What follows belongs to an exercise in optimizing a design on an open flow for small area and a short achievable clock period; a production flow would make more cautious choices. Where RTL was checked, it was by simulation tests only, not by an equivalence proof against the original. Power and IR drop assume default switching activity.

Setup of run H:
==> module mproc, before the edit <==
module mproc (input wire clk, reset, input wire [15:0] d_in, output wire [6:0] addr, output wire [15:0] d_out);
  reg  [6:0]   pc;
  reg  [10:0]  ir;       
  reg  [1:0]   cls;      
  reg  [127:0] rfn;      
  wire [127:0] rf = ~rfn;
  reg  [15:0]  opa, opb; 
  reg          f, l, c;  
  wire e   = ~f & ~l;
  wire ld  = cls == 2'b10;
  wire ef  = e & ~ld;
  wire el  = e & ld;
  wire jmp = (cls == 2'b01) & ef;
  wire wr  = el | (ef & (cls == 2'b00));
  wire [2:0]  wa = ir[8:6];
  wire [15:0] res;
  wire [15:0] wd = reset ? 16'd0 : (el ? d_in : res);
  wire        ua = reset | f | (wr & (wa == ir[2:0]));
  wire        ub = reset | f | (wr & (wa == ir[5:3]));
  wire       fs = f & ~reset;
  wire [7:0] sa = (8'd1 << d_in[2:0]) & {8{fs}};
  wire [7:0] sb = (8'd1 << d_in[5:3]) & {8{fs}};
  wire [15:0] ra = (rf[15:0] & {16{sa[0]}}) |
                     (rf[31:16] & {16{sa[1]}}) |
                     (rf[47:32] & {16{sa[2]}}) |
                     (rf[63:48] & {16{sa[3]}}) |
                     (rf[79:64] & {16{sa[4]}}) |
                     (rf[95:80] & {16{sa[5]}}) |
                     (rf[111:96] & {16{sa[6]}}) |
                     (rf[127:112] & {16{sa[7]}}) |
                     (wd & {16{ua & ~fs}}) | (opa & {16{~ua}});
  wire [15:0] rb = (rf[15:0] & {16{sb[0]}}) |
                     (rf[31:16] & {16{sb[1]}}) |
                     (rf[47:32] & {16{sb[2]}}) |
                     (rf[63:48] & {16{sb[3]}}) |
                     (rf[79:64] & {16{sb[4]}}) |
                     (rf[95:80] & {16{sb[5]}}) |
                     (rf[111:96] & {16{sb[6]}}) |
                     (rf[127:112] & {16{sb[7]}}) |
                     (wd & {16{ub & ~fs}}) | (opb & {16{~ub}});
  wire [15:0] a = opa, b = opb;
  wire [1:0]  op = ir[10:9];
  wire [17:0] s2 = {1'b0, a, 1'b1} + {1'b0, b ^ {16{op[0]}}, op[0]};
  wire [16:0] s  = s2[17:1];
  assign res = op[1] ? (op[0] ? (a | b) : (a & b)) : s[15:0];
  wire nz = |d_in[13:11];
  wire [1:0] cls_in = {d_in[15] | (~d_in[14] & nz), d_in[14] | (~d_in[15] & nz)};
  integer i;
  always @(posedge clk) begin
    c <= s[16];
    for (i = 0; i < 8; i = i + 1)
      if (reset | (wr & (wa == i))) rfn[16*i +: 16] <= ~wd;
    opa <= ra;
    opb <= rb;
    if (reset) begin
      pc <= 7'd0; ir <= 11'd0; cls <= 2'b00; f <= 1'b1; l <= 1'b0; c <= 1'b0;
    end else begin
      if (el | f) pc <= pc + 7'd1;
      else if (jmp & c) pc <= pc - ir[6:0];
      if (f) begin ir <= d_in[10:0]; cls <= cls_in; end
      f <= l | ef;
      l <= el;
    end
  end
  assign addr  = pc;
  assign d_out = opa;
endmodule
export LEC_CHECK = 0
export ABC_AREA = 1
export CAP_MARGIN = 20
export CORE_MARGIN = 2
export CORE_UTILIZATION = 50
export CTS_BUF_LIST = sky130_fd_sc_hd__clkbuf_8
export SETUP_SLACK_MARGIN = 5.0
export SLEW_MARGIN = 20
create_clock -name core_clock -period 8.5 [get_ports {clk}]
standard.sh (not shown) runs the stock make flow with config.mk's settings and CLKGATE_MAP_FILE= SYNTH_SCRIPT=/design/flow/synth_recipe.tcl, a recipe that flattens the netlist after the stock synthesis.
==> flow/flow/run.sh <==
#!/bin/bash
# The standard layout, with repair_timing aiming for a larger setup margin and
# plain buffers on the ports.
set -euo pipefail
bash standard.sh SETUP_SLACK_MARGIN=5.8 "BUFFER_PORTS_ARGS=-buffer_cell sky130_fd_sc_hd__buf_2" finish > run_standard.log 2>&1
--- input diff run H..run M ---
--- a/flow/design.v
+++ b/flow/design.v
@@ -41,12 +41,30 @@
   wire [15:0] a = opa, b = opb;
   wire [1:0]  op = ir[10:9];
-  wire [17:0] s2 = {1'b0, a, 1'b1} + {1'b0, b ^ {16{op[0]}}, op[0]};
-  wire [16:0] s  = s2[17:1];
-  assign res = op[1] ? (op[0] ? (a | b) : (a & b)) : s[15:0];
+  wire [15:0] bx = b ^ {16{op[0]}};
+  wire [15:0] g0 = a & bx, p0 = a ^ bx;
+  wire [15:0] g1, p1, g2, p2, g3, p3, g4, p4;
+  wire [15:0] gi = {g0[15:1], g0[0] | (p0[0] & op[0])};
+  genvar gi_;
+  generate
+    for (gi_ = 0; gi_ < 16; gi_ = gi_ + 1) begin : pfx
+      if ((gi_ % 2) >= 1) begin assign g1[gi_] = gi[gi_] | (p0[gi_] & gi[gi_ - 1 - (gi_ % 1)]); assign p1[gi_] = p0[gi_] & p0[gi_-1]; end
+      else begin assign g1[gi_] = gi[gi_]; assign p1[gi_] = p0[gi_]; end
+      if ((gi_ % 4) >= 2) begin assign g2[gi_] = g1[gi_] | (p1[gi_] & g1[gi_ - (gi_ % 2) - 1]); assign p2[gi_] = p1[gi_] & p1[gi_ - (gi_ % 2) - 1]; end
+      else begin assign g2[gi_] = g1[gi_]; assign p2[gi_] = p1[gi_]; end
+      if ((gi_ % 8) >= 4) begin assign g3[gi_] = g2[gi_] | (p2[gi_] & g2[gi_ - (gi_ % 4) - 1]); assign p3[gi_] = p2[gi_] & p2[gi_ - (gi_ % 4) - 1]; end
+      else begin assign g3[gi_] = g2[gi_]; assign p3[gi_] = p2[gi_]; end
+      if ((gi_ % 16) >= 8) begin assign g4[gi_] = g3[gi_] | (p3[gi_] & g3[gi_ - (gi_ % 8) - 1]); assign p4[gi_] = p3[gi_] & p3[gi_ - (gi_ % 8) - 1]; end
+      else begin assign g4[gi_] = g3[gi_]; assign p4[gi_] = p3[gi_]; end
+    end
+  endgenerate
+  wire [15:0] cin = {g4[14:0], op[0]};
+  wire [15:0] sum = p0 ^ cin;
+  wire co = g4[15];
+  assign res = op[1] ? (op[0] ? (a | b) : (a & b)) : sum;
   wire nz = |d_in[13:11];
   wire [1:0] cls_in = {d_in[15] | (~d_in[14] & nz), d_in[14] | (~d_in[15] & nz)};
   integer i;
   always @(posedge clk) begin
-    c <= s[16];
+    c <= co;
     for (i = 0; i < 8; i = i + 1)
       if (reset | (wr & (wa == i))) rfn[16*i +: 16] <= ~wd;
[summary]
Run M completed every stage of the flow, and the final layout passed the timing, DRC and antenna checks.
Run H -> run M: number of H-tree levels delta 0, exact match
met2 track utilization from global routing for run M is higher than for run H.
Taking run H as the reference point, the share of power burned in the clock network of run M rises by 0.7 points.
Looking at total nets after synthesis, run M sits about 5% below run H.
Run M: fraction of power consumed by combinational cells is 1.3 points higher than what run H reported.
Lower internal cell power goes to run H over run M.
From run H to run M the numbers moved as follows: number of buffer and inverter stages on the critical path rose by 2, pin count of the biggest net entering global routing dropped about 30%.
Run H -> run M: total number of nets in the final design decreased by a few percent
Run H → run M: power dissipated in the clock network grew by about 10%; average footprint of a synthesized cell grew by 2.4%; final cell count shrank by about 3.8%.
Only the layout flow was run in run M; the RTL was not checked for function there.

## separate check: timing with driven ports
In the flow no input, the clock included, has a driving cell. The finished layouts below were timed again as built, in two steps.
Step 1, drivers: a clkbuf_16 drives clk and a buf_2 each remaining input, both assumed.
Step 2 moves the port delays by t, midway between the first and last clock arrival at a register: inputs arrive t later, outputs are due t later. That takes back most of the time a late clock gives input paths.
Slacks: ideal / step 1 / step 2; pairs: ideal / step 1.
| run | shift t [ns] | setup WS [ns] | hold WS [ns] | worst register clock-pin slew, ns |
|---|---|---|---|---|
| run H | 0.518 | 5.803 / 5.760 / 5.302 | 0.490 / 0.490 / 0.490 | 0.11 / 0.11 |
| run M | 0.511 | 5.649 / 5.649 / 5.234 | 0.502 / 0.502 / 0.502 | 0.11 / 0.11 |
After both steps setup and hold are still met in every run listed. For run H, which loses most, drivers alone change the setup slack by -0.043 ns; drivers and shift together by -0.501 ns.
